Context: an optimization exercise on an open-source flow, tuned for small area. The choices shown serve that exercise and are no tape-out recipe.
Function was checked by simulation only, so behaviour that the tests miss may differ from the original.
No driver is modelled on the clock port, so clocking that relies on it looks cheaper here than on a real chip.
No activity file was given, so power comes from the tool's default toggle rates.

### design/flow/design.v
`timescale 1ns / 1ps
module top(
    input clk,
    input reset,
    input [2:0] btn,
    input [7:0] sw,
    input RsRx,
    output RsTx,
    output [15:0] led,
    output uartTx,
    output uartRx
    );
reg [6:0] l;
reg [4:0] g;
reg [2:0] j6;            
wire l_end = (l == 7'd14);
wire g19 = g[4] & g[1] & g[0];
wire g5  = ~g[3] & g[2] & ~g[1] & g[0];
wire g7  = ~g[3] & g[2] & g[1] & g[0];
wire g15 = g[3] & g[2] & g[1] & g[0];
always @(posedge clk, posedge reset) begin
    if (reset) begin
        l <= 7'd14;
        g <= 5'd5;
        j6 <= 3'd0;
    end else begin
        l <= {l[5:0], ~(l[6] ^ l[5] ^ l_end)};
        g <= (l_end & g19) ? 5'd0 : g + {4'd0, l_end};
        j6 <= {j6[1:0], ~j6[2]};
    end
end
reg [3:0] k;
reg [7:0] d;           
reg       cy;          
wire load = l_end & g5;
wire k_inc = l_end & g15;    
wire [3:0] addend = {k[3] & ~k[1], k[2], k[1] & ~k[3], k[0]};
always @(posedge clk, posedge reset) begin
    if (reset) k <= 4'd15;
    else if (k_inc) k <= (k == 4'd10) ? 4'd0 : k + 4'd1;
end
always @(posedge clk) begin
    if (load) d <= sw;
end
wire a_bit = ~g[2] & addend[g[1:0]];
wire d_bit = d[g[2:0]];
wire s_bit = d_bit ^ a_bit ^ cy;
always @(posedge clk) begin
    if (l_end) cy <= g[3] & ((d_bit & a_bit) | (d_bit & cy) | (a_bit & cy));
end
wire tx_low = ~(k[3] & k[2]) & (g7 | (g[3] & ~s_bit));    
assign RsTx = ~tx_low;
assign uartTx = RsTx;
assign uartRx = RsRx;
reg [3:0] p;
reg [3:0] t;
reg m_a, m_b, m_nl;    
wire rx_tick = ~j6[2] & ~j6[0];
wire rx_idle = p[3] & ~p[2] & p[0];
wire rx_done = p[3] & ~p[1] & p[0];    
reg [2:0] ptr;
wire ptr0 = (ptr == 3'd0);
wire [2:0] i = p[2:0];
wire [7:0] c_u = 8'h55, c_d = 8'h44, c_p = 8'h50, c_n = 8'h4E, c_nl = 8'h0A;
wire e_a  = ptr0 ? c_u[i] : c_p[i];
wire e_b  = ptr0 ? c_d[i] : c_n[i];
wire e_nl = c_nl[i];
wire sample = rx_tick & (&t) & ~p[3];
always @(posedge clk, posedge reset) begin
    if (reset) p <= 4'd11;
    else if (rx_idle) p <= {1'b1, ~RsRx, 2'b11};
    else if (rx_tick) p <= p + {3'd0, &t};
end
always @(posedge clk) begin
    if (rx_idle) t <= 4'd8;
    else if (rx_tick) t <= t + 4'd1;
end
always @(posedge clk) begin
    if (rx_idle) begin
        m_a <= 1'b1; m_b <= 1'b1; m_nl <= 1'b1;
    end else if (sample) begin
        m_a <= m_a & (RsRx == e_a);
        m_b <= m_b & (RsRx == e_b);
        m_nl <= m_nl & (RsRx == e_nl);
    end
end
reg b0u, b0d, b1p, b1n;
always @(posedge clk, posedge reset) begin
    if (reset) ptr <= 3'd0;
    else if (rx_done) ptr <= m_nl ? 3'd0 : {ptr[1:0], ptr[2] ^ ptr[1] ^ (ptr[1:0] == 2'd0)};
end
always @(posedge clk) begin
    if (rx_done && !m_nl && ptr == 3'd0) begin b0u <= m_a; b0d <= m_b; end
    if (rx_done && !m_nl && ptr == 3'd1) begin b1p <= m_a; b1n <= m_b; end    
end
wire cmd_up = rx_done & m_nl & b0u & b1p;
wire cmd_dn = rx_done & m_nl & b0d & b1n;
reg prev_btn;
always @(posedge clk) prev_btn <= btn[0];
wire btn_edge = btn[0] & ~prev_btn;
reg [1:0] mode;
always @(posedge clk, posedge reset) begin
    if (reset) mode <= 2'd0;
    else if (cmd_up) mode <= 2'd1;
    else if (cmd_dn) mode <= 2'd2;
    else if (btn_edge) mode <= (mode == 2'd3) ? 2'd1 : mode + 2'd1;
end
reg [6:0] q;
reg zf, dn;
reg [13:0] cnt_led;
wire counting = mode[0] ^ mode[1];
wire step = counting & (q == 7'd75);
wire [14:0] c;
assign c[0] = step & ~zf;
genvar gi;
generate for (gi = 0; gi < 14; gi = gi + 1) begin : g_ch
    assign c[gi+1] = c[gi] & (cnt_led[gi] ^ dn);
end endgenerate
wire up_wrap = ~dn & (&{cnt_led[13], cnt_led[10:8], cnt_led[3:0]});
wire clr = step & (zf | up_wrap);
wire dn_wrap = c[14];
localparam [13:0] K9999 = 14'd9999;
always @(posedge clk, posedge reset) begin
    if (reset) cnt_led <= 14'd0;
    else cnt_led <= (cnt_led ^ c[13:0]) & {14{~clr}} & (K9999 | {14{~dn_wrap}});
end
always @(posedge clk) begin
    q <= (counting & ~step) ? {q[5:0], ~(q[6] ^ q[5])} : 7'd0;
    if (!counting) zf <= 1'b1;
    else if (step) zf <= 1'b0;
end
always @(posedge clk) if (step) dn <= mode[1];
assign led = {mode, cnt_led};
endmodule
### design/flow/flow/run.sh
#!/bin/bash
# Standard ORFS layout (the standard.sh) with these changes:
#  - synthesis maps logic with an area-oriented ABC script (flow/abc_area.script,
#    used through ABC_AREA=1 from a local copy of the ORFS scripts folder);
#    registers and the rest of synthesis are unchanged;
#  - port buffers are sky130_fd_sc_hd__buf_1;
#  - the clock tree is built from clkbuf_8 without dummy loads, then its buffers
#    are resized to the smallest that keep flip-flop clock slews under 110 ps
#    (flow/post_cts.tcl).
set -euo pipefail
rm -rf orfs_scripts
cp -r "$FLOW_HOME/scripts" orfs_scripts
cp flow/abc_area.script orfs_scripts/abc_area.script
export SCRIPTS_DIR="$PWD/orfs_scripts"
export BUFFER_PORTS_ARGS="-buffer_cell sky130_fd_sc_hd__buf_1"
export CTS_ARGS="-sink_clustering_enable -repair_clock_nets -dont_use_dummy_load -buf_list sky130_fd_sc_hd__clkbuf_8"
export POST_CTS_TCL="$PWD/flow/post_cts.tcl"
bash standard.sh > standard.log 2>&1
### design/flow/flow/abc_area.script
strash
balance
rewrite
refactor
balance
rewrite
rewrite -z
balance
refactor -z
rewrite -z
balance
dch -f
amap -F 8 -A 30
strash
dch -f
amap -F 8 -A 30
strash
dch -f
amap -F 8 -A 30
topo
### design/flow/flow/post_cts.tcl
set ::clk_slew_limit 0.11
set ::clk_sizes {sky130_fd_sc_hd__clkbuf_1 sky130_fd_sc_hd__clkbuf_2 sky130_fd_sc_hd__clkbuf_4 sky130_fd_sc_hd__clkbuf_8 sky130_fd_sc_hd__clkbuf_16}

proc ff_clk_pins_of { inst } {
  set res {}
  foreach p [get_pins -of_objects [get_nets -of_objects [get_pins $inst/X]]] {
    if {[string match */CLK [get_full_name $p]]} { lappend res $p }
  }
  return $res
}
proc worst_slew_of { pins } {
  set worst 0
  foreach p $pins {
    set s [get_property $p slew_max]
    if {$s > $worst} { set worst $s }
  }
  return $worst
}
proc clk_area { names } {
  set a 0
  foreach n $names { set a [expr {$a + [get_property [get_lib_cells [get_property [get_cells $n] ref_name]] area]}] }
  return $a
}

set all_ff_clk [get_pins -hierarchical */CLK]
set root ""
set leaves {}
foreach inst [get_cells clkbuf_*] {
  set n [get_property $inst name]
  set drv [get_pins -of_objects [get_nets -of_objects [get_pins $n/A]] -filter "direction == output"]
  if {[llength $drv] == 0} { set root $n } else { lappend leaves $n }
}
set leaf_pins [dict create]
foreach n $leaves { dict set leaf_pins $n [ff_clk_pins_of $n] }
set orig [dict create]
foreach n [concat [list $root] $leaves] { dict set orig $n [get_property [get_cells $n] ref_name] }
estimate_parasitics -placement
puts "post_cts: root $root, [llength $leaves] leaves, worst slew before [worst_slew_of $all_ff_clk]"

set best_area 1e9
set best_sizes {}
foreach rs {sky130_fd_sc_hd__clkbuf_1 sky130_fd_sc_hd__clkbuf_2 sky130_fd_sc_hd__clkbuf_4 sky130_fd_sc_hd__clkbuf_8} {
  replace_cell $root $rs
  foreach n $leaves { replace_cell $n sky130_fd_sc_hd__clkbuf_8 }
  set sizes [dict create $root $rs]
  foreach n $leaves {
    set chosen sky130_fd_sc_hd__clkbuf_8
    foreach c {sky130_fd_sc_hd__clkbuf_1 sky130_fd_sc_hd__clkbuf_2 sky130_fd_sc_hd__clkbuf_4} {
      replace_cell $n $c
      estimate_parasitics -placement
      if {[worst_slew_of [dict get $leaf_pins $n]] <= $::clk_slew_limit} { set chosen $c; break }
    }
    replace_cell $n $chosen
    dict set sizes $n $chosen
  }
  estimate_parasitics -placement
  set w [worst_slew_of $all_ff_clk]
  set a [clk_area [concat [list $root] $leaves]]
  puts "post_cts: root $rs -> area $a worst $w"
  if {$w <= $::clk_slew_limit && $a < $best_area} { set best_area $a; set best_sizes $sizes }
}
if {$best_sizes == {}} { set best_sizes $orig }
dict for {n c} $best_sizes { replace_cell $n $c }
estimate_parasitics -placement
# upsize until every pin is under the limit (leaf loads shift the root's slew)
while {[worst_slew_of $all_ff_clk] > $::clk_slew_limit} {
  set worst_n ""; set worst_s 0
  foreach n $leaves {
    set s [worst_slew_of [dict get $leaf_pins $n]]
    if {$s > $worst_s} { set worst_s $s; set worst_n $n }
  }
  set r [lsearch -exact $::clk_sizes [get_property [get_cells $worst_n] ref_name]]
  if {$r >= [llength $::clk_sizes] - 1} break
  replace_cell $worst_n [lindex $::clk_sizes [expr {$r + 1}]]
  estimate_parasitics -placement
}
foreach n [concat [list $root] $leaves] { puts "post_cts: $n [get_property [get_cells $n] ref_name]" }
puts "post_cts: clock buffer area [clk_area [concat [list $root] $leaves]], worst flip-flop clock slew [worst_slew_of $all_ff_clk]"
detailed_placement
estimate_parasitics -placement
### design/flow/standard.sh
#!/bin/bash
# synth_recipe.tcl (not shown) runs the flow's synth.tcl, then flattens the netlist and writes it again
# the make line also repeats each setting of config.mk as NAME=value (left out here)
make -C /OpenROAD-flow-scripts/flow DESIGN_CONFIG=/design/flow/config.mk WORK_HOME=/design/flow/orfs CLKGATE_MAP_FILE= SYNTH_SCRIPT=/design/flow/synth_recipe.tcl "${@:-finish}"
### design/flow/config.mk
export PLATFORM = sky130hd
export DESIGN_NAME = top
export DESIGN_NICKNAME = top
export VERILOG_FILES = /design/flow/design.v
export SDC_FILE = /design/flow/constraint.sdc
export NUM_CORES = 4
export LEC_CHECK = 0
export ABC_AREA = 1
export CAP_MARGIN = 20
export CORE_MARGIN = 2
export CORE_UTILIZATION = 50
export SLEW_MARGIN = 20
### design/flow/constraint.sdc
create_clock -name core_clock -period 10.0 [get_ports {clk}]
set_input_delay 2.0000 -clock core_clock [delete_from_list [all_inputs] [get_ports {clk}]]
set_output_delay 2.0000 -clock core_clock [all_outputs]
set_load 0.01 [all_outputs]
==> results_dict.tcl, run 1 <==
set metrics [dict create \
    worst_pin_slew_ns 0.922 \
    layout_common_cells "nor2_1 (45), clkinv_1 (41), dfrtp_1 (30), buf_1 (30), a21oi_1 (19)" \
    grt_max_degree 43 \
    ys.flop_type "dfrtp_1" \
    hold_viol 0 \
    finalMaxSlewViolations 0 \
    drive_above_1_share_pct 6.85 \
    p_leak_nw 1.27 \
    portBuffers 30 \
    postSynthAreaPerCell_um2 10.2 \
    reg2reg_depth 16 \
    synth_area_um2 3040 \
    vdd_drop_max_uv 92.3 \
    drt_wl_total_um 5240 \
    yosysTopAreaCell "dfrtp_1" \
    synth-async-reset-ratio_pct 58.3 \
    final.setup.tns_ns 0 \
    cp_max_fo 8 \
    seq_area_frac_synth_pct 59.4 \
    viasPerCell 5.36 \
    via_count 2204 \
    clkLatencyLatePin_ns 0.47 \
    grt_overflow 0 \
    post_drt_wl_per_cell_um 12.7 \
    io_pins 33 \
    critical_path_class "reg2out" \
    cp-start-kind "register" \
    area_growth_pct 9.33 \
    fmax_ghz 0.211 \
    grt_pass1_vias 2048 \
    detail-route-antenna-nets 0 \
    p_sw_share_pct 24.0 \
    cts_tree "built" \
    fin_cells 411 \
    skew_ns 0.0350 \
    power.density_nw_per_um2 150 \
    cts_sinks 72 \
    core-area_um2 5890 \
    critical_path_arrival_ns 2.75 \
    synth_cell_types 36 \
    die_height_um 82.0 \
    end_kind "output pin" \
    holdWs_ns 0.353 \
    internal-power_uw 378 \
    status "no timing/DRC/antenna violations" \
    final.period_utilization_pct 47.5 \
    power.switching_uw 120 \
    dr.pass1.iters 4 \
    antenna_cells 0 \
    synth_edf_count 14 \
    synth.area.top_cells "dfrtp_1 (25%), edfxtp_1 (14%), dfxtp_1 (11%), dfstp_2 (10%), nor2_1 (5.5%)" \
    hold_depth 0 \
    place_inst 402 \
    antenna_found_initial 0 \
    rows 28 \
    hpwl_um 3720 \
    p_clk_share_pct 26.7 \
    synth_cells 297 \
    comb_power_share_pct 8.9 \
    final_nets 359 \
    drc 0 \
    grt_pass1_wl_um 8940 \
    seq_power_share_pct 64.4 \
    synth_seq_cells 72 \
    required_ns 8.00 \
    dieArea_um2 6730 \
    slew_headroom_pct 38.0 \
    rsz0062_at_grt "false" \
    min_period_ns 4.75 \
    maxCapViolCount 0 \
    netlist.area_leader.share_pct 24.7 \
    grt_usage_pct 17.5 \
    hold_path_class "reg2reg" \
    synth_fp_nets 318 \
    die_x_um 82.0 \
    drtIter0Drc 69 \
    place_congestion 0.807 \
    initial_utilization_pct 51.7 \
    finalSetupViolCount 0 \
    synth_warnings 1 \
    clk_pin_slew_worst_paths_ns 0.09 \
    mostFrequentLayoutCell "nor2_1" \
]
==> flip-flops by register name, summed over array words and instances, names as in the netlist, 3 cells and up <==
register and count:
q 7, cnt_led 14, t 4, l 7, ptr 3, g 5
k 4, j6 3, d 8, p 4
==> power groups by stage <==
stage                     logic [mW]  clock network [mW]  registers, mW
after floorplan               0.0307                   0          0.327
after global placement        0.0433                   0          0.327
after detailed placement      0.0456                   0          0.326
after global routing          0.0513               0.151          0.322
final                         0.0442               0.133          0.321
==> metal layers <==
| metal | GRT usage, % | wire length [um] | vias up |
|---|---|---|---|
| li1 | - | - | 1148 |
| met1 | 23.4 | 2610 | 1011 |
| met2 | 27.1 | 2370 | 34 |
| met3 | 4.07 | 171 | 11 |
| met4 | 8.17 | 85 | 0 |
| met5 | 0 | 0 | - |
==> stage by stage <==
stage               cell area, um^2  total power [mW]  worst slack [ns]  util [%]
global route                   3330             0.525              4.96      56.5
finish                         3330             0.498              5.25      56.5
global placement               3250             0.370              5.58      55.2
detailed placement             3250             0.372              5.57      55.2
floorplan                      3040             0.358              5.85         -
==> logic make-up after synthesis <==
logic type                 Yosys count  synth area share, %
DFF                                 72                 59.4
adders and majority gates            7                 3.12
AOI/OAI and AO/OA                   81                 17.5
buffers and inverters               43                 5.55
and+or+nand+nor                     94                 14.5
==> worst max-delay path: stages (launching register included) <==
cell and delay (ns):
dfstp_2 0.61, clkinv_1 0.22, o22ai_1 0.25, a32oi_1 0.08
o22a_1 0.23, fa_1 0.47, o32ai_1 0.12, o21ai_0 0.15
buf_1 0.15
==> cells in the mapped netlist, types with 3 or more instances <==
cell type,instances
nor2_1,45
clkinv_1,41
dfrtp_1,30
a21oi_1,19
o21ai_0,18
dfxtp_1,16
edfxtp_1,14
dfstp_2,12
nand2_1,12
a211oi_1,11
nor2b_1,9
o22ai_1,9
a221oi_1,7
nor3_1,7
ha_1,6
nand4_1,5
nor4_1,5
nand3_1,4
o221ai_1,3
==> layout make-up <==
cell class	instances	area [um^2]
clock buffer	9	77.6
fill	536	2560
inverter	41	154
multi-input combinational	182	1070
sequential	72	1810
tap	75	93.8
timing repair buffer	32	128
==> path summary, 6_finish.rpt <==
check	to	slack [ns]	from
min	j6[2]$_DFF_PP0_	0.35	j6[1]$_DFF_PP0_
max	RsTx	5.25	g[0]$_DFF_PP1_
max reg2reg	cnt_led[5]$_DFF_PP0_	5.63	q[6]$_SDFF_PN0_
min reg2reg	j6[2]$_DFF_PP0_	0.35	j6[1]$_DFF_PP0_
max in group asynchronous	cnt_led[3]$_DFF_PP0_	7.97	reset
min in group asynchronous	ptr[1]$_DFFE_PP0P_	1.63	reset
==> run 2, diff against run 1 <==
--- a/design/flow/config.mk
+++ b/design/flow/config.mk
@@ -10,3 +10,5 @@
 export CORE_MARGIN = 2
-export CORE_UTILIZATION = 50
+export CORE_UTILIZATION = 65
+export GPL_TIMING_DRIVEN = 0
+export PLACE_DENSITY = 0.75
 export SLEW_MARGIN = 20
==> run 2 against run 1 <==
First-iteration DRC count increased by 97%. Combinational power increased by 3%. Core utilization increased by 18 points. Still clean on timing, DRC and antenna. Flip-flop and latch count unchanged. Sequential share of layout area increased by 0.27 points. Fmax decreased by 2.8%. Via count increased by 3.1%. Critical path type unchanged. Setup slack got worse by 0.13 ns.
==> results_dict.tcl, run 2 <==
set metrics [dict create \
    status "no timing/DRC/antenna violations" \
    finalMaxSlewViolations 0 \
    ys.flop_type "dfrtp_1" \
    top_register "cnt_led" \
    synth_edf_count 14 \
    synth_cells 297 \
    viasPerCell 5.84 \
    grt_pass1_wl_um 9560 \
    drt_wl_total_um 5410 \
    mostFrequentLayoutCell "nor2_1" \
    end_kind "output pin" \
    post_drt_wl_per_cell_um 13.9 \
    dp_slack_ns 5.46 \
    maxCapViolCount 0 \
    yosysTopAreaCell "dfrtp_1" \
    power.density_nw_per_um2 150 \
    critical_path_arrival_ns 2.88 \
    layout_common_cells "nor2_1 (45), clkinv_1 (40), dfrtp_1 (30), buf_1 (30), a21oi_1 (19)" \
    hold_viol 0 \
    setup_ws_ns 5.12 \
    largest_reg_flops 14 \
    dieArea_um2 5250 \
    die_x_um 72.4 \
    clkLatencyLatePin_ns 0.48 \
    synth_warnings 1 \
    io_pins 33 \
    vdd_drop_max_uv 165 \
    final_nets 360 \
    finalSetupViolCount 0 \
    drc 0 \
    cp_max_fo 8 \
    grt_usage_pct 24.0 \
    largest_registers "cnt_led (14), d (8)" \
    drive_above_1_share_pct 7.72 \
    seq_power_share_pct 64.3 \
    critical_path_class "reg2out" \
    synth_cell_types 36 \
    p_total_uw 498 \
    dr.pass1.iters 4 \
    grt_overflow 0 \
    initial_utilization_pct 68.5 \
    antenna_cells 0 \
    postSynthAreaPerCell_um2 10.2 \
    via_count 2273 \
    netlist.area_leader.share_pct 24.7 \
    comb_power_share_pct 9.1 \
    final.setup.tns_ns 0 \
    synth_seq_cells 72 \
    seq_area_frac_synth_pct 59.4 \
    area_growth_pct 8.80 \
    power.switching_uw 121 \
    min_period_ns 4.88 \
    rsz0062_at_grt "false" \
    fmax_ghz 0.205 \
    detail-route-antenna-nets 0 \
    hpwl_um 3730 \
    final.period_utilization_pct 48.8 \
    required_ns 8.00 \
    antenna_found_initial 0 \
    rows 24 \
    drtIter0Drc 136 \
    synthTopCellsByCount "nor2_1 (45), clkinv_1 (41), dfrtp_1 (30)" \
    die_height_um 72.4 \
    core-area_um2 4440 \
    portBuffers 30 \
    grt_max_degree 43 \
    p_leak_nw 1.27 \
    cts_sinks 72 \
    grt_pass1_vias 2171 \
    skew_ns 0.0309 \
    synth_area_um2 3040 \
    internal-power_uw 378 \
    cp-start-kind "register" \
    p_clk_share_pct 26.5 \
    hold_path_class "reg2reg" \
    synth_fp_nets 318 \
    yosysMostFrequentCell "nor2_1" \
    synth.area.top_cells "dfrtp_1 (25%), edfxtp_1 (14%), dfxtp_1 (11%), dfstp_2 (10%), nor2_1 (5.5%)" \
    slew_headroom_pct 32.4 \
    clk_pin_slew_worst_paths_ns 0.09 \
    cts_tree "built" \
    synth-async-reset-ratio_pct 58.3 \
    place_congestion 0.911 \
    p_sw_share_pct 24.2 \
    worst_pin_slew_ns 1.01 \
]
[run 2: through the flow]
stage                     instances  hold slack, ns  utilization, %  area, um^2
after global placement          379           0.335            72.5        3220
after detailed placement        380           0.343            72.8        3230
after floorplan                 297           0.331               -        3040
after global routing            389           0.365            74.5        3310
final                           389           0.355            74.5        3310
[run 2: layout make-up]
class,count,area (um^2)
inverter,41,155
sequential,72,1810
buffer,2,15.0
fill,343,1130
multi-input combinational,182,1070
tap,52,65.1
timing repair buffer,31,118
clock buffer,9,77.6
[run 2: kinds of logic (layout without fill, tap and decap cells)]
family	after synthesis	after routing	share of synthesized area, %
AND/OR/NAND/NOR	94	94	14.5
AO/OA/AOI/OAI	81	81	17.5
flip-flops	72	72	59.4
buffers and inverters	43	83	5.55
adder cells (fa/ha/maj)	7	7	3.12
[run 2: worst max-delay path: stages (launching register included)]
cell      delay [ns]
dfstp_2         0.61
clkinv_1        0.22
o22ai_1         0.23
a32oi_1         0.08
o22a_1          0.23
fa_1            0.48
o32ai_1         0.13
o21ai_0         0.17
buf_4           0.16
buf_1           0.11
[run 2: path summary, 6_finish.rpt]
| kind | startpoint | to | slack [ns] | cells after the start |
|---|---|---|---|---|
| min in group asynchronous | reset | mode[0]$_DFFE_PP0P_ | 1.59 | 2 |
| max reg2reg | q[6]$_SDFF_PN0_ | cnt_led[5]$_DFF_PP0_ | 5.56 | 16 |
| max | g[0]$_DFF_PP1_ | uartTx | 5.12 | 9 |
| max in group asynchronous | reset | j6[0]$_DFF_PP0_ | 7.95 | 2 |
| min | j6[1]$_DFF_PP0_ | j6[2]$_DFF_PP0_ | 0.36 | 0 |
| min reg2reg | j6[1]$_DFF_PP0_ | j6[2]$_DFF_PP0_ | 0.36 | 0 |
[run 2: power by group through the flow]
stage / sequential (mW) / clock (mW) / combinational [mW]
final: 0.321 / 0.132 / 0.0455
after floorplan: 0.327 / 0 / 0.0307
after global placement: 0.327 / 0 / 0.0433
after global routing: 0.323 / 0.148 / 0.0507
after detailed placement: 0.327 / 0 / 0.0439
[run 2: per-layer routing]
metal	part of all wire [%]	vias to the layer above	track usage, %	wire length, um
met5	0	-	0	0
met4	1.0	0	11.7	55
met3	3.1	6	5.83	166
met2	48	41	37.4	2580
met1	48	1073	31.8	2600
li1	-	1153	-	-
==> run 3, diff against run 2 <==
--- a/design/flow/config.mk
+++ b/design/flow/config.mk
@@ -8,7 +8,6 @@
 export ABC_AREA = 1
-export CAP_MARGIN = 20
+export CAP_MARGIN = 0
 export CORE_MARGIN = 2
 export CORE_UTILIZATION = 65
-export GPL_TIMING_DRIVEN = 0
 export PLACE_DENSITY = 0.75
-export SLEW_MARGIN = 20
+export SLEW_MARGIN = 0
==> run 3 against run 2 <==
Synthesized area did not move. Flip-flop and latch count did not move. Power fell by 0.22%. Combinational power fell by 3%. Count of clock-buffer cells in the layout did not move. Fmax rose by 3.7%. Die area did not move. Non-clock buffer count fell by 1.
==> results_dict.tcl, run 3 <==
set metrics [dict create \
    synth-async-reset-ratio_pct 58.3 \
    area_growth_pct 8.38 \
    largest_registers "cnt_led (14), d (8)" \
    drc 0 \
    final_area_um2 3300 \
    postSynthAreaPerCell_um2 10.2 \
    grt_max_degree 43 \
    hold_viol 0 \
    cp_cell_sequence "clkinv_1 -> o22ai_1 -> a32oi_1 -> o22a_1 -> fa_1 -> o32ai_1 -> o21ai_0 -> buf_1" \
    finalMaxSlewViolations 0 \
    critical_path_class "reg2out" \
    cts_sinks 72 \
    synthTopCellsByCount "nor2_1 (45), clkinv_1 (41), dfrtp_1 (30)" \
    synth.area.top_cells "dfrtp_1 (25%), edfxtp_1 (14%), dfxtp_1 (11%), dfstp_2 (10%), nor2_1 (5.5%)" \
    final.period_utilization_pct 47.1 \
    seq_area_frac_synth_pct 59.4 \
    top_register "cnt_led" \
    vdd_drop_max_uv 153 \
    clk_pin_slew_worst_paths_ns 0.10 \
    antenna_found_initial 0 \
    die_x_um 72.4 \
    status "no timing/DRC/antenna violations" \
    fin_cells 388 \
    slowest_stage "dfstp_2" \
    max_stage_delay_ns 0.60 \
    yosysTopAreaCell "dfrtp_1" \
    slew_headroom_pct 43.3 \
    required_ns 8.00 \
    drt_wl_total_um 5020 \
    grt_usage_pct 21.6 \
    finalSetupViolCount 0 \
    utilization_pct 74.2 \
    synth_fp_nets 318 \
    via_count 2224 \
    worstHoldEndpoint "j6[2]$_DFF_PP0_" \
    grt_overflow 0 \
    critical_path_arrival_ns 2.71 \
    place_congestion 0.892 \
    p_leak_nw 1.27 \
    regToRegStartpoint "q[6]$_SDFF_PN0_" \
    netlist.area_leader.share_pct 24.7 \
    largest_reg_flops 14 \
    r2r-end "cnt_led[5]$_DFF_PP0_" \
    dieArea_um2 5250 \
    synth_warnings 1 \
    drtIter0Drc 152 \
    worst_pin_slew_ns 0.842 \
    maxCapViolCount 0 \
    min_period_ns 4.71 \
    synth_cells 297 \
    cp_max_fo 8 \
    ys.flop_type "dfrtp_1" \
    final.setup.tns_ns 0 \
    detail-route-antenna-nets 0 \
    end_kind "output pin" \
    skew_ns 0.0272 \
    cts_tree "built" \
    place_inst 379 \
    cp-start-kind "register" \
    synth_area_um2 3040 \
    initial_utilization_pct 68.5 \
    ff2ff_setup_slack_ns 5.65 \
    rsz0062_at_grt "false" \
    reg2reg_depth 16 \
    placed_cell_area_um2 3220 \
    io_pins 33 \
    hpwl_um 3570 \
    synth_seq_cells 72 \
    synth_edf_count 14 \
    core-area_um2 4440 \
    post_drt_wl_per_cell_um 12.9 \
    fmax_ghz 0.212 \
    layout_common_cells "nor2_1 (45), clkinv_1 (41), dfrtp_1 (30), buf_1 (30), a21oi_1 (19)" \
    grt_pass1_wl_um 8640 \
    worstHoldStart "j6[1]$_DFF_PP0_" \
    viasPerCell 5.73 \
    dr.pass1.iters 5 \
    rows 24 \
    hold_depth 0 \
    synth_cell_types 36 \
    die_height_um 72.4 \
    drive_above_1_share_pct 6.85 \
    grt_pass1_vias 1976 \
    power.density_nw_per_um2 151 \
    clkLatencyLatePin_ns 0.47 \
    final_nets 359 \
    p_total_uw 497 \
    mostFrequentLayoutCell "nor2_1" \
    antenna_cells 0 \
    yosysMostFrequentCell "nor2_1" \
    hold_path_class "reg2reg" \
    portBuffers 30 \
]
## run 3: changes by cell type in the layout (fill, tap and decap cells not counted), sizes merged
cell,previous run,this run
buf,33,32
## run 3: cell families after synthesis
kind of cell,synth area share (%)
and+or+nand+nor,14.5
adders and majority gates,3.12
AOI/OAI and AO/OA,17.5
DFF,59.4
buffers and inverters,5.55
## run 3: worst max-delay path: cells and delay by family (launching register included)
| family | cells | cell delay (ns) |
|---|---|---|
| adders and majority gates | 1 | 0.47 |
| DFF | 1 | 0.60 |
| AOI/OAI and AO/OA | 5 | 0.81 |
| buffers and inverters | 2 | 0.36 |
## run 3: how the worst max path moves through the flow
stage / startpoint / endpoint / slack (ns) / cells after the start
6_report: g[0]$_DFF_PP1_ / RsTx / 5.29 / 8
5_1_grt: q[6]$_SDFF_PN0_ / cnt_led[5]$_DFF_PP0_ / 4.87 / 16
3_5_place_dp: RsRx / uartRx / 5.58 / 2
2_1_floorplan: g[0]$_DFF_PP1_ / uartTx / 5.85 / 8
3_3_place_gp: RsRx / uartRx / 5.58 / 2
## run 3: through the flow
step	hold WS, ns	setup WS [ns]
finish	0.372	5.29
floorplan	0.331	5.85
detailed placement	0.343	5.58
global placement	0.340	5.58
global route	0.394	4.87
## run 3: layout make-up
class	count	area (um^2)
Multi-Input combinational cell	182	1070
Timing Repair Buffer	32	128
Fill cell	345	1140
Clock buffer	9	77.6
Sequential cell	72	1810
Tap cell	52	65.1
Inverter	41	154
## run 3: power breakdown
part / internal [mW] / total (mW) / switching [mW]
Clock: 0.0476 / 0.132 / 0.0846
Sequential: 0.313 / 0.321 / 0.00784
Combinational: 0.0172 / 0.0442 / 0.0270
## run 3: per-layer routing
metal | GRT usage (%) | share of wire (%) | vias to the layer above
met1 | 30.7 | 50 | 1027
met2 | 31.8 | 45 | 39
met3 | 4.17 | 2.7 | 11
met4 | 11.7 | 1.9 | 0
li1 | - | - | 1147
met5 | 0 | 0 | -
==> run 4, diff against run 3 <==
--- a/design/flow/config.mk
+++ b/design/flow/config.mk
@@ -8,3 +8,3 @@
 export ABC_AREA = 1
-export CAP_MARGIN = 0
+export CAP_MARGIN = 20
 export CORE_MARGIN = 2
@@ -12,2 +12,2 @@
 export PLACE_DENSITY = 0.75
-export SLEW_MARGIN = 0
+export SLEW_MARGIN = 20
==> run 4 against run 3 <==
Critical endpoint unchanged. Via count unchanged. Largest power group unchanged. Cell count unchanged. Power unchanged. Clock power about the same. Sequential share of layout area unchanged. Fmax unchanged. Combinational power about the same. Wire length unchanged. Register-to-register slack about the same. First-iteration DRC count unchanged. Flip-flop and latch count unchanged. Critical path type unchanged.
==> results_dict.tcl, run 4 <==
set metrics [dict create \
    status "no timing/DRC/antenna violations" \
    yosysTopAreaCell "dfrtp_1" \
    clk_pin_slew_worst_paths_ns 0.10 \
    yosysMostFrequentCell "nor2_1" \
    drtIter0Drc 152 \
    slowest_stage "dfstp_2" \
    antenna_found_initial 0 \
    hpwl_um 3570 \
    dieArea_um2 5250 \
    via_count 2224 \
    viasPerCell 5.73 \
    skew_ns 0.0272 \
    mostFrequentLayoutCell "nor2_1" \
    power.switching_uw 119 \
    p_clk_share_pct 26.6 \
    slew_headroom_pct 43.3 \
    cp_num_buf_inv 2 \
    synthTopCellsByCount "nor2_1 (45), clkinv_1 (41), dfrtp_1 (30)" \
    critPathTopFamily "compound AO/OA/AOI/OAI gates" \
    cts_tree "built" \
    die_height_um 72.4 \
    hold_path_class "reg2reg" \
    largest_reg_flops 14 \
    required_ns 8.00 \
    detail-route-antenna-nets 0 \
    die_x_um 72.4 \
    setup_ws_ns 5.29 \
    synth_cell_types 36 \
    p_sw_share_pct 24.0 \
    fin_cells 388 \
    synthAdderAreaFrac_pct 3.12 \
    synth_top_family_by_area "compound AO/OA/AOI/OAI gates" \
    synthXorXnorAreaFrac_pct 0 \
    postSynthAreaPerCell_um2 10.2 \
    synth.area.top_cells "dfrtp_1 (25%), edfxtp_1 (14%), dfxtp_1 (11%), dfstp_2 (10%), nor2_1 (5.5%)" \
    clkLatencyLatePin_ns 0.47 \
    initial_utilization_pct 68.5 \
    synth-simple-area-share_pct 14.5 \
    synth_fp_nets 318 \
    rsz0062_at_grt "false" \
    maxCapViolCount 0 \
    cts_sinks 72 \
    largest_registers "cnt_led (14), d (8)" \
    internal-power_uw 378 \
    worstHoldStart "j6[1]$_DFF_PP0_" \
    synth_compound_area_share_pct 17.5 \
    seq_power_share_pct 64.5 \
    fmax_ghz 0.212 \
    vdd_drop_max_uv 153 \
    finalSetupViolCount 0 \
    power.density_nw_per_um2 151 \
    cp_cell_sequence "clkinv_1 -> o22ai_1 -> a32oi_1 -> o22a_1 -> fa_1 -> o32ai_1 -> o21ai_0 -> buf_1" \
    synth-async-reset-ratio_pct 58.3 \
    grt_max_degree 43 \
    dp_slack_ns 5.58 \
    grt_usage_pct 21.6 \
    grt_pass1_wl_um 8640 \
    end_kind "output pin" \
    cp_max_fo 8 \
    drive_above_1_share_pct 6.85 \
    synth_warnings 1 \
    p_total_uw 497 \
    top_register "cnt_led" \
    synth_edf_count 14 \
    io_pins 33 \
    drc 0 \
    grt_pass1_vias 1976 \
    portBuffers 30 \
    finalMaxSlewViolations 0 \
    regToRegStartpoint "q[6]$_SDFF_PN0_" \
    hold_viol 0 \
    critical_path_class "reg2out" \
    antenna_cells 0 \
    min_period_ns 4.71 \
    final.period_utilization_pct 47.1 \
    post_drt_wl_per_cell_um 12.9 \
    area_growth_pct 8.38 \
    place_inst 379 \
    ys.flop_type "dfrtp_1" \
    synth_cells 297 \
    worst_pin_slew_ns 0.842 \
    synth_seq_cells 72 \
    place_congestion 0.892 \
    seq_area_frac_synth_pct 59.4 \
    rows 24 \
    p_leak_nw 1.27 \
    core-area_um2 4440 \
    drt_wl_total_um 5020 \
    cp-start-kind "register" \
    synthMuxAreaShare_pct 0 \
    synth_area_um2 3040 \
    max_stage_delay_ns 0.60 \
    final_nets 359 \
    final.setup.tns_ns 0 \
    netlist.area_leader.share_pct 24.7 \
    critical_path_arrival_ns 2.71 \
    startpoint "g[0]$_DFF_PP1_" \
    comb_power_share_pct 8.9 \
    dr.pass1.iters 5 \
    layout_common_cells "nor2_1 (45), clkinv_1 (41), dfrtp_1 (30), buf_1 (30), a21oi_1 (19)" \
    grt_overflow 0 \
]
==> run 4: cell counts in the layout (fill, tap and decap cells not counted) <==
Identical to the previous run, type by type.
==> run 4: layout make-up <==
class,count,area (um^2)
inverter,41,154
clock buffer,9,77.6
sequential,72,1810
multi-input combinational,182,1070
tap,52,65.1
fill,345,1140
timing repair buffer,32,128
==> run 4: power by group through the flow <==
| stage | logic, mW | clock network, mW | registers, mW |
|---|---|---|---|
| after floorplan | 0.0307 | 0 | 0.327 |
| after global placement | 0.0433 | 0 | 0.326 |
| after detailed placement | 0.0449 | 0 | 0.327 |
| after global routing | 0.0507 | 0.146 | 0.323 |
| final | 0.0442 | 0.132 | 0.321 |
==> run 4: cell families after synthesis <==
| family | Yosys count |
|---|---|
| compound gates | 81 |
| simple gates | 94 |
| fa+ha+maj | 7 |
| flops | 72 |
| buf+inv | 43 |
==> run 4: final timing paths <==
check	endpoint	slack (ns)	depth (start not counted)
setup / recovery	RsTx	5.29	8
min in group asynchronous	cnt_led[10]$_DFF_PP0_	1.61	3
hold reg to reg	j6[2]$_DFF_PP0_	0.37	0
setup reg to reg	cnt_led[5]$_DFF_PP0_	5.65	16
max in group asynchronous	l[3]$_DFF_PP1_	8.00	3
hold / removal	j6[2]$_DFF_PP0_	0.37	0
==> run 4: worst reg2reg max path, delay by kind of cell (launching register included) <==
kind	cells	cell delay, ns
AO/OA/AOI/OAI	8	2.05
AND/OR/NAND/NOR	5	1.42
flip-flops	1	0.35
buffers and inverters	3	0.35
==> run 4: layer usage <==
| metal | GRT usage [%] | routed length (um) | vias up |
|---|---|---|---|
| met1 | 30.7 | 2530 | 1027 |
| met2 | 31.8 | 2250 | 39 |
| li1 | - | - | 1147 |
| met5 | 0 | 0 | - |
| met3 | 4.17 | 137 | 11 |
| met4 | 11.7 | 95 | 0 |
==> run 4: through the flow <==
| step | util (%) | area [um^2] | hold slack [ns] |
|---|---|---|---|
| floorplan | - | 3040 | 0.331 |
| global placement | 72.5 | 3220 | 0.340 |
| detailed placement | 72.5 | 3220 | 0.343 |
| global route | 74.2 | 3300 | 0.394 |
| finish | 74.2 | 3300 | 0.372 |
==> run 5, diff against run 4 <==
--- a/design/flow/config.mk
+++ b/design/flow/config.mk
@@ -10,4 +10,4 @@
 export CORE_MARGIN = 2
-export CORE_UTILIZATION = 65
-export PLACE_DENSITY = 0.75
+export CORE_UTILIZATION = 75
+export PLACE_DENSITY = 0.85
 export SLEW_MARGIN = 20
==> run 5 against run 4 <==
Via count increased by 6.6%. Combinational power is 3% higher. Fmax is 1.0% lower. Sequential share of layout area grew 0.15 points. Largest cell class unchanged. Clock skew down 0.010 ns. Count of clock-buffer cells in the layout unchanged. Register-to-register slack lost 0.25 ns. Critical endpoint is now uartTx.
==> results_dict.tcl, run 5 <==
set metrics [dict create \
    status "no timing/DRC/antenna violations" \
    post_drt_wl_per_cell_um 15.3 \
    reg2reg_depth 16 \
    startpoint "g[0]$_DFF_PP1_" \
    synth_cells 297 \
    dp_slack_ns 5.55 \
    core-area_um2 3940 \
    largest_registers "cnt_led (14), d (8)" \
    finalMaxSlewViolations 0 \
    die_x_um 67.7 \
    skew_ns 0.0169 \
    register_area_um2 1810 \
    drive_above_1_share_pct 7.14 \
    portBuffers 30 \
    hpwl_um 3940 \
    cp_max_fo 8 \
    multi_input_area_um2 1070 \
    yosysTopAreaCell "dfrtp_1" \
    drtIter0Drc 251 \
    cts_tree "built" \
    grt_max_degree 43 \
    rsz0062_at_grt "false" \
    final_nets 359 \
    vdd_drop_max_uv 177 \
    p_sw_share_pct 25.1 \
    grt_pass1_wl_um 9560 \
    synth_area_um2 3040 \
    detail-route-antenna-nets 0 \
    synth_warnings 1 \
    io_pins 33 \
    cp-start-kind "register" \
    top_register "cnt_led" \
    ys.flop_type "dfrtp_1" \
    grt_pass1_vias 2253 \
    final.setup.tns_ns 0 \
    clkLatencyLatePin_ns 0.47 \
    final.period_utilization_pct 47.6 \
    layout_common_cells "nor2_1 (45), clkinv_1 (41), dfrtp_1 (30), buf_1 (30), a21oi_1 (19)" \
    initial_utilization_pct 77.2 \
    seq_power_share_pct 65.1 \
    regToRegStartpoint "q[6]$_SDFF_PN0_" \
    slew_headroom_pct 48.8 \
    slowest_stage "dfstp_2" \
    drc 0 \
    synth_seq_cells 72 \
    hold_path_class "reg2reg" \
    p_clk_share_pct 25.7 \
    synth_edf_count 14 \
    viasPerCell 6.14 \
    p_leak_nw 1.26 \
    max_stage_delay_ns 0.61 \
    grt_usage_pct 28.7 \
    largest_reg_flops 14 \
    cp.depth 8 \
    internal-power_uw 370 \
    power.density_nw_per_um2 150 \
    maxCapViolCount 0 \
    grt_overflow 0 \
    dr.pass1.iters 5 \
    ff2ff_setup_slack_ns 5.40 \
    fmax_ghz 0.210 \
    r2r-end "cnt_led[5]$_DFF_PP0_" \
    critical_path_arrival_ns 2.76 \
    holdWs_ns 0.364 \
    via_count 2370 \
    dieArea_um2 4580 \
    clk_pin_slew_worst_paths_ns 0.11 \
    comb_power_share_pct 9.2 \
    hold_viol 0 \
    endpoint "uartTx" \
    synthTopCellsByCount "nor2_1 (45), clkinv_1 (41), dfrtp_1 (30)" \
    min_period_ns 4.76 \
    critPathTopFamily "compound AO/OA/AOI/OAI gates" \
    seq_area_frac_synth_pct 59.4 \
    yosysMostFrequentCell "nor2_1" \
    power.switching_uw 124 \
    num-fill-cells 237 \
    synth-async-reset-ratio_pct 58.3 \
    hold_depth 0 \
    cp_num_buf_inv 2 \
    synth_cell_types 36 \
    rows 23 \
    postSynthAreaPerCell_um2 10.2 \
    critical_path_class "reg2out" \
    drt_wl_total_um 5900 \
    mostFrequentLayoutCell "nor2_1" \
    netlist.area_leader.share_pct 24.7 \
    synth.area.top_cells "dfrtp_1 (25%), edfxtp_1 (14%), dfxtp_1 (11%), dfstp_2 (10%), nor2_1 (5.5%)" \
    place_congestion 0.827 \
    required_ns 8.00 \
    finalSetupViolCount 0 \
    antenna_cells 0 \
    cp_cell_sequence "clkinv_1 -> o22ai_1 -> a32oi_1 -> o22a_1 -> fa_1 -> o32ai_1 -> o21ai_0 -> buf_1" \
    utilization_pct 83.5 \
    end_kind "output pin" \
    worst_pin_slew_ns 0.760 \
    antenna_found_initial 0 \
    die_height_um 67.7 \
    synth_fp_nets 318 \
    area_growth_pct 8.10 \
    setup_ws_ns 5.24 \
    cts_sinks 72 \
]
[run 5: changes by cell type in the layout (fill, tap and decap cells not counted)]
cell,delta
clkbuf_4,+2
nor4_2,+1
clkbuf_8,-2
nor4_1,-1
[run 5: kinds of logic (layout without fill, tap and decap cells)]
kind of cell               after synthesis  in the layout  synth area share, %
AOI/OAI and AO/OA                       81             81                 17.5
adders and majority gates                7              7                 3.12
buffers and inverters                   43             82                 5.55
DFF                                     72             72                 59.4
and+or+nand+nor                         94             94                 14.5
[run 5: final cells by class]
class                   instances  share of cell area, %
clock buffers                   9                   1.98
inverters                      41                   4.68
flip-flops and latches         72                   54.9
repair buffers                 32                   3.88
multi-input cells             182                   32.7
well taps                      50                   1.90
[run 5: worst min-delay path by stage]
stage / slack, ns / startpoint / endpoint
2_1_floorplan: 0.33 / j6[1]$_DFF_PP0_ / j6[2]$_DFF_PP0_
3_3_place_gp: 0.34 / j6[1]$_DFF_PP0_ / j6[2]$_DFF_PP0_
3_5_place_dp: 0.35 / j6[1]$_DFF_PP0_ / j6[2]$_DFF_PP0_
5_1_grt: 0.36 / l[2]$_DFF_PP1_ / l[3]$_DFF_PP1_
6_report: 0.36 / l[2]$_DFF_PP1_ / l[3]$_DFF_PP1_
[run 5: power by group through the flow]
stage	clock, mW	combinational [mW]	sequential, mW
floorplan	0	0.0307	0.327
global placement	0	0.0425	0.326
detailed placement	0	0.0438	0.327
global route	0.142	0.0524	0.323
finish	0.127	0.0454	0.322
[run 5: per-stage QoR]
step	cell area, um^2	cells	total power, mW
global placement	3220	377	0.369
detailed placement	3220	377	0.370
finish	3290	386	0.494
global route	3290	386	0.517
floorplan	3040	297	0.358
[run 5: routing by layer]
metal / share of wire (%) / track usage (%) / vias up
met4: 1.6 / 17.6 / 0
met5: 0 / 0 / -
met3: 3.8 / 6.50 / 10
met2: 51 / 46.9 / 69
li1: - / - / 1151
met1: 43 / 34.5 / 1140
==> run 6, diff against run 5 <==
--- a/design/flow/config.mk
+++ b/design/flow/config.mk
@@ -10,4 +10,4 @@
 export CORE_MARGIN = 2
-export CORE_UTILIZATION = 75
-export PLACE_DENSITY = 0.85
+export CORE_UTILIZATION = 55
+export PLACE_DENSITY = 0.65
 export SLEW_MARGIN = 20
==> run 6 against run 5 <==
Die area increased by 34%. Flip-flop and latch count unchanged. Global-route usage down 11 points. Via count down 6.1%. Synthesized area unchanged. Final area up 0.99%. Highest routed layer unchanged.
==> results_dict.tcl, run 6 <==
set metrics [dict create \
    final.period_utilization_pct 49.0 \
    portBuffers 30 \
    largest_registers "cnt_led (14), d (8)" \
    synth_compound_area_share_pct 17.5 \
    slew_headroom_pct 39.9 \
    synth_cells 297 \
    p_leak_nw 1.26 \
    gr-usage-met1_pct 23.3 \
    largest_reg_flops 14 \
    synth_seq_cells 72 \
    netlist.area_leader.share_pct 24.7 \
    yosysTopAreaCell "dfrtp_1" \
    worst_pin_slew_ns 0.893 \
    cp_num_buf_inv 2 \
    synthXorXnorAreaFrac_pct 0 \
    required_ns 8.00 \
    dieArea_um2 6150 \
    final_nets 359 \
    holdWs_ns 0.360 \
    antenna_found_initial 0 \
    worstHoldStart "l[0]$_DFF_PP0_" \
    synth-async-reset-ratio_pct 58.3 \
    place_congestion 0.838 \
    initial_utilization_pct 56.0 \
    synth_edf_count 14 \
    viasPerCell 5.45 \
    dr.pass1.iters 4 \
    synth_fp_nets 318 \
    grt_pass1_vias 1945 \
    fin_cells 408 \
    grt_max_degree 43 \
    clkLatencyLatePin_ns 0.68 \
    cts_sinks 72 \
    synth_area_um2 3040 \
    hpwl_um 3530 \
    end_kind "output pin" \
    final.setup.tns_ns 0 \
    detail-route-antenna-nets 0 \
    core-area_um2 5440 \
    regToRegStartpoint "q[6]$_SDFF_PN0_" \
    rows 27 \
    met3_usage_pct 4.25 \
    finalSetupViolCount 0 \
    ys.flop_type "dfrtp_1" \
    die_height_um 78.4 \
    drtIter0Drc 89 \
    io_pins 33 \
    max_stage_delay_ns 0.61 \
    clk_pin_slew_worst_paths_ns 0.10 \
    top_usage_layer "met2" \
    maxCapViolCount 0 \
    ff2ff_setup_slack_ns 5.74 \
    rsz0062_at_grt "false" \
    yosysMostFrequentCell "nor2_1" \
    synth-simple-area-share_pct 14.5 \
    cp_max_fo 8 \
    synthTopCellsByCount "nor2_1 (45), clkinv_1 (41), dfrtp_1 (30)" \
    drc 0 \
    finalMaxSlewViolations 0 \
    dp_slack_ns 5.57 \
    area_growth_pct 9.17 \
    vdd_drop_max_uv 97.7 \
    critPathTopFamily "compound AO/OA/AOI/OAI gates" \
    layout_common_cells "nor2_1 (45), clkinv_1 (41), dfrtp_1 (30), buf_1 (30), a21oi_1 (19)" \
    placed_cell_area_um2 3250 \
    drt_wl_total_um 4990 \
    setup_ws_ns 5.10 \
    status "no timing/DRC/antenna violations" \
    antenna_cells 0 \
    mostFrequentLayoutCell "nor2_1" \
    cts_tree "built" \
    fmax_ghz 0.204 \
    synthAdderAreaFrac_pct 3.12 \
    critical_path_class "reg2out" \
    synth_warnings 1 \
    min_period_ns 4.90 \
    drive_above_1_share_pct 6.55 \
    grt_usage_pct 17.9 \
    slowest_stage "dfstp_2" \
    post_drt_wl_per_cell_um 12.2 \
    critical_path_arrival_ns 2.90 \
    synth_cell_types 36 \
    power.density_nw_per_um2 149 \
    via_count 2225 \
    startpoint "g[0]$_DFF_PP1_" \
    grt_use_met2_pct 28.0 \
    skew_ns 0.0355 \
    synth_top_family_by_area "compound AO/OA/AOI/OAI gates" \
    hold_viol 0 \
    top_register "cnt_led" \
    final_area_um2 3320 \
    synth.area.top_cells "dfrtp_1 (25%), edfxtp_1 (14%), dfxtp_1 (11%), dfstp_2 (10%), nor2_1 (5.5%)" \
    postSynthAreaPerCell_um2 10.2 \
    place_inst 399 \
    die_x_um 78.4 \
    grt_pass1_wl_um 8540 \
    cp_cell_sequence "clkinv_1 -> o22ai_1 -> a32oi_1 -> o22a_1 -> fa_1 -> o32ai_1 -> o21ai_0 -> buf_1" \
    synthMuxAreaShare_pct 0 \
    grt_overflow 0 \
    hold_path_class "reg2reg" \
    seq_area_frac_synth_pct 59.4 \
    cp-start-kind "register" \
]
## run 6: cells by family (layout without fill, tap and decap cells)
family,count (synthesis),after routing
flops,72,72
fa+ha+maj,7,7
simple gates,94,94
buf+inv,43,82
compound gates,81,81
## run 6: path summary, 6_finish.rpt
path / end / depth (start not counted)
max: RsTx / 8
max in group asynchronous: g[0]$_DFF_PP1_ / 3
min in group asynchronous: cnt_led[13]$_DFF_PP0_ / 3
min: l[1]$_DFF_PP1_ / 0
min reg2reg: l[1]$_DFF_PP1_ / 0
max reg2reg: cnt_led[4]$_DFF_PP0_ / 16
## run 6: power by group
part | internal [mW] | total [mW] | switching [mW]
sequential | 0.313 | 0.321 | 0.00773
combinational | 0.0172 | 0.0443 | 0.0271
clock | 0.0464 | 0.130 | 0.0837
## run 6: per-stage QoR
stage | utilization (%) | total power, mW
3_5_place_dp | 59.7 | 0.372
6_report | 61.1 | 0.495
3_3_place_gp | 59.7 | 0.370
2_1_floorplan | - | 0.358
5_1_grt | 61.1 | 0.520
## run 6: worst reg2reg max path, delay by kind of cell, from the launching register on
family | cells | cell delay [ns]
compound gates | 7 | 1.91
buf+inv | 3 | 0.35
flops | 1 | 0.35
simple gates | 6 | 1.53
## run 6: per-layer routing
metal,share of wire (%),routed length (um)
met2,45,2260
met1,49,2450
met3,3.3,166
met5,0,0
met4,2.2,112
## run 6: final cells by class
class | count | area [um^2]
well taps | 72 | 90.1
fillers | 478 | 2120
flip-flops and latches | 72 | 1810
clock buffers | 9 | 76.3
repair buffers | 32 | 128
multi-input cells | 182 | 1070
inverters | 41 | 154
==> run 7, diff against run 6 <==
==> design/flow/run.sh (new file) <==
#!/bin/bash
# synth_recipe.tcl (not shown) runs the flow's synth.tcl, then flattens the netlist and writes it again
# the make line also repeats each setting of config.mk as NAME=value (left out here)
make -C /OpenROAD-flow-scripts/flow DESIGN_CONFIG=/design/flow/config.mk WORK_HOME=/design/flow/orfs CLKGATE_MAP_FILE= SYNTH_SCRIPT=/design/flow/synth_recipe.tcl finish
--- a/design/flow/config.mk
+++ b/design/flow/config.mk
@@ -7,7 +7,7 @@
 export LEC_CHECK = 0
-export ABC_AREA = 1
 export CAP_MARGIN = 20
 export CORE_MARGIN = 2
-export CORE_UTILIZATION = 55
-export PLACE_DENSITY = 0.65
+export CORE_UTILIZATION = 65
+export CTS_BUF_LIST = sky130_fd_sc_hd__clkbuf_8
+export PLACE_DENSITY = 0.75
 export SLEW_MARGIN = 20
removed: design/flow/flow/run.sh
removed: design/flow/flow/abc_area.script
removed: design/flow/flow/post_cts.tcl
removed: design/flow/standard.sh
==> run 7 against run 6 <==
Still clean on timing, DRC and antenna. Via count increased by 2.1%. Global-route usage increased by 3.6 points. First-iteration DRC count increased by 94%. Fmax decreased by 5.3%. Non-clock buffer count decreased by 1. Final area increased by 17%. Core utilization increased by 16 points. Wire length increased by 13%. Synthesized area increased by 9.3%. Sequential power decreased by 1%. Combinational power increased by 9.3%.
==> results_dict.tcl, run 7 <==
set metrics [dict create \
    route.met2.wl_um 2780 \
    skew_ns 0.00886 \
    top_register "cnt_led" \
    yosysMostFrequentCell "nor2_1" \
    cp_num_buf_inv 2 \
    cts_resized 0 \
    slew_headroom_pct 27.3 \
    final.period_utilization_pct 51.7 \
    layout_common_cells "nor2_1 (32), dfrtp_1 (30), clkdlybuf4s50_1 (30)" \
    min_period_ns 5.17 \
    dieArea_um2 5710 \
    wl_met3_um 145 \
    synth.area.top_cells "dfrtp_1 (23%), edfxtp_1 (13%), dfxtp_1 (9.6%), dfstp_2 (9.5%), xor2_1 (4.5%)" \
    p_leak_nw 1.56 \
    grt_pass1_wl_um 9090 \
    clk_pin_slew_worst_paths_ns 0.08 \
    critical_path_class "in2out" \
    dp_slack_ns 4.83 \
    fin_cells 406 \
    hold_path_class "reg2reg" \
    antenna_cells 0 \
    top_layer_used "met4" \
    place_inst 390 \
    final_nets 352 \
    drtIter0Drc 173 \
    critical_path_arrival_ns 3.17 \
    fmax_ghz 0.193 \
    rows 26 \
    grt_overflow 0 \
    synth_seq_cells 72 \
    cts_made_buffers 9 \
    cts_sinks 72 \
    drc 0 \
    netlist.area_leader.share_pct 22.6 \
    synth_fp_nets 323 \
    utilization_pct 77.6 \
    maxCapViolCount 0 \
    drt-met1-wl_um 2570 \
    setup_ws_ns 4.83 \
    mostFrequentLayoutCell "nor2_1" \
    synth_cell_types 60 \
    place_congestion 0.805 \
    antenna_found_initial 0 \
    power.density_nw_per_um2 159 \
    worst_pin_slew_ns 1.09 \
    yosysTopAreaCell "dfrtp_1" \
    largest_registers "cnt_led (14), d (8)" \
    drt_wl_total_um 5620 \
    clockBufferDepth 2 \
    required_ns 8.00 \
    rsz0062_at_grt "false" \
    io_pins 33 \
    viasPerCell 5.59 \
    core-area_um2 5010 \
    grt_max_degree 43 \
    finalMaxSlewViolations 0 \
    critPathTopFamily "buffers and inverters" \
    cp_max_fo 5 \
    post_drt_wl_per_cell_um 13.8 \
    grt_usage_pct 21.5 \
    root_buffer "clkbuf_8" \
    finalSetupViolCount 0 \
    hold_viol 0 \
    num-fill-cells 365 \
    synth_warnings 1 \
    end_kind "output pin" \
    cts_tree "built" \
    seq_area_frac_synth_pct 54.3 \
    cts_hold_buf 0 \
    detail-route-antenna-nets 0 \
    cp-start-kind "input pin" \
    die_x_um 75.6 \
    max_stage_delay_ns 0.59 \
    cpMostUsedCell "clkdlybuf4s50_1" \
    status "no timing/DRC/antenna violations" \
    slowest_stage "clkdlybuf4s50_1" \
    ys.flop_type "dfrtp_1" \
    dr.pass1.iters 4 \
    hpwl_um 3850 \
    grt_pass1_vias 2106 \
    synth_cells 302 \
    initial_utilization_pct 66.4 \
    postSynthAreaPerCell_um2 11.0 \
    htree_num_levels 3 \
    final.setup.tns_ns 0 \
    cp_cell_sequence "clkdlybuf4s50_1 -> clkdlybuf4s50_1" \
    largest_reg_flops 14 \
    area_growth_pct 16.8 \
    drive_above_1_share_pct 14.6 \
    die_height_um 75.6 \
    synth_area_um2 3330 \
    vdd_drop_max_uv 114 \
    p_total_uw 617 \
    synth_edf_count 14 \
    synth-async-reset-ratio_pct 58.3 \
    via_count 2271 \
    clkLatencyLatePin_ns 0.35 \
    synthTopCellsByCount "nor2_1 (32), dfrtp_1 (30), nand2_1 (22)" \
    cts_post_setup_buffers_inserted 0 \
    portBuffers 30 \
]
==> run 7: kinds of logic (layout without fill, tap and decap cells) <==
| family | count (synthesis) | after routing | synth area share (%) |
|---|---|---|---|
| adders and majority gates | 7 | 7 | 2.86 |
| and+or+nand+nor | 120 | 120 | 19.7 |
| xor gates and xnor gates | 27 | 27 | 7.11 |
| muxes | 7 | 7 | 2.89 |
| buffers and inverters | 21 | 55 | 2.74 |
| AOI/OAI and AO/OA | 48 | 48 | 10.4 |
| DFF | 72 | 72 | 54.3 |
==> run 7: final timing paths <==
check | startpoint | endpoint | slack, ns | cells past startpoint
worst max-delay path | RsRx | uartRx | 4.83 | 2
worst min-delay path | j6[1]$_DFF_PP0_ | j6[2]$_DFF_PP0_ | 0.35 | 0
worst max register to register | mode[1]$_DFFE_PP0P_ | cnt_led[5]$_DFF_PP0_ | 7.15 | 7
worst min register to register | j6[1]$_DFF_PP0_ | j6[2]$_DFF_PP0_ | 0.35 | 0
max in group asynchronous | reset | p[3]$_DFFE_PP1P_ | 7.53 | 3
min in group asynchronous | reset | mode[0]$_DFFE_PP0P_ | 2.10 | 3
==> run 7: layout make-up <==
cell class	count	area [um^2]	share of cell area, %
Clock buffer	10	138	3.54
Multi-Input combinational cell	209	1440	36.9
Sequential cell	72	1810	46.5
Inverter	8	30.0	0.772
Tap cell	70	87.6	2.25
Clock inverter	6	82.6	2.12
Timing Repair Buffer	31	308	7.92
==> run 7: routing by layer <==
metal | vias up | track usage, %
met3 | 12 | 5.03
met2 | 32 | 35.7
met4 | 0 | 10.7
met5 | - | 0
li1 | 1126 | -
met1 | 1101 | 26.6
==> run 7: through the flow <==
stage	hold slack [ns]	cell area (um^2)
after floorplan	0.331	3330
after global placement	0.335	3660
after detailed placement	0.347	3660
after CTS	0.356	3880
after global routing	0.358	3890
final	0.347	3890
==> run 7: power by group <==
part,internal (mW),switching (mW),leakage [nW]
combinational,0.0234,0.0251,0.669
clock,0.146,0.106,0.112
sequential,0.310,0.00679,0.782
total,0.479,0.138,1.56

[separate check: timing with driven ports]
The flow's constraints put no driver on any port. The routed layouts listed below were extracted and timed again, unchanged, in two steps. Step 1, drivers: a clkbuf_16 drives clk and a buf_2 each remaining input, both assumed. Step 2, shift: input delay + t, output delay - t, t = (earliest + latest rising clock arrival at the registers) / 2. This alone moves slack from input paths to output paths. a / b / c = ideal ports / drivers / drivers and shift; a / b = the first two.
run	t (ns)	setup slack, ns	worst setup path after step 2	slew at the worst register clock pin (ns)	cell pins on the clock port's net
run 1	0.475	5.252 / 5.229 / 5.547	input to output	0.10 / 0.10	1
run 2	0.487	5.117 / 5.093 / 5.435	input to output	0.10 / 0.10	1
run 3	0.483	5.292 / 5.267 / 5.545	input to output	0.10 / 0.10	1
run 4	0.483	5.292 / 5.267 / 5.545	input to output	0.10 / 0.10	1
run 5	0.484	5.244 / 5.218 / 5.397	register to register	0.11 / 0.11	1
run 6	0.686	5.100 / 5.071 / 5.550	input to output	0.11 / 0.11	1
run 7	0.370	4.826 / 4.800 / 4.800	input to output	0.08 / 0.08	1
After both steps every run listed still meets setup and hold. The setup slack of run 7, which loses most, moves by -0.026 ns with the drivers and by -0.026 ns with both steps.
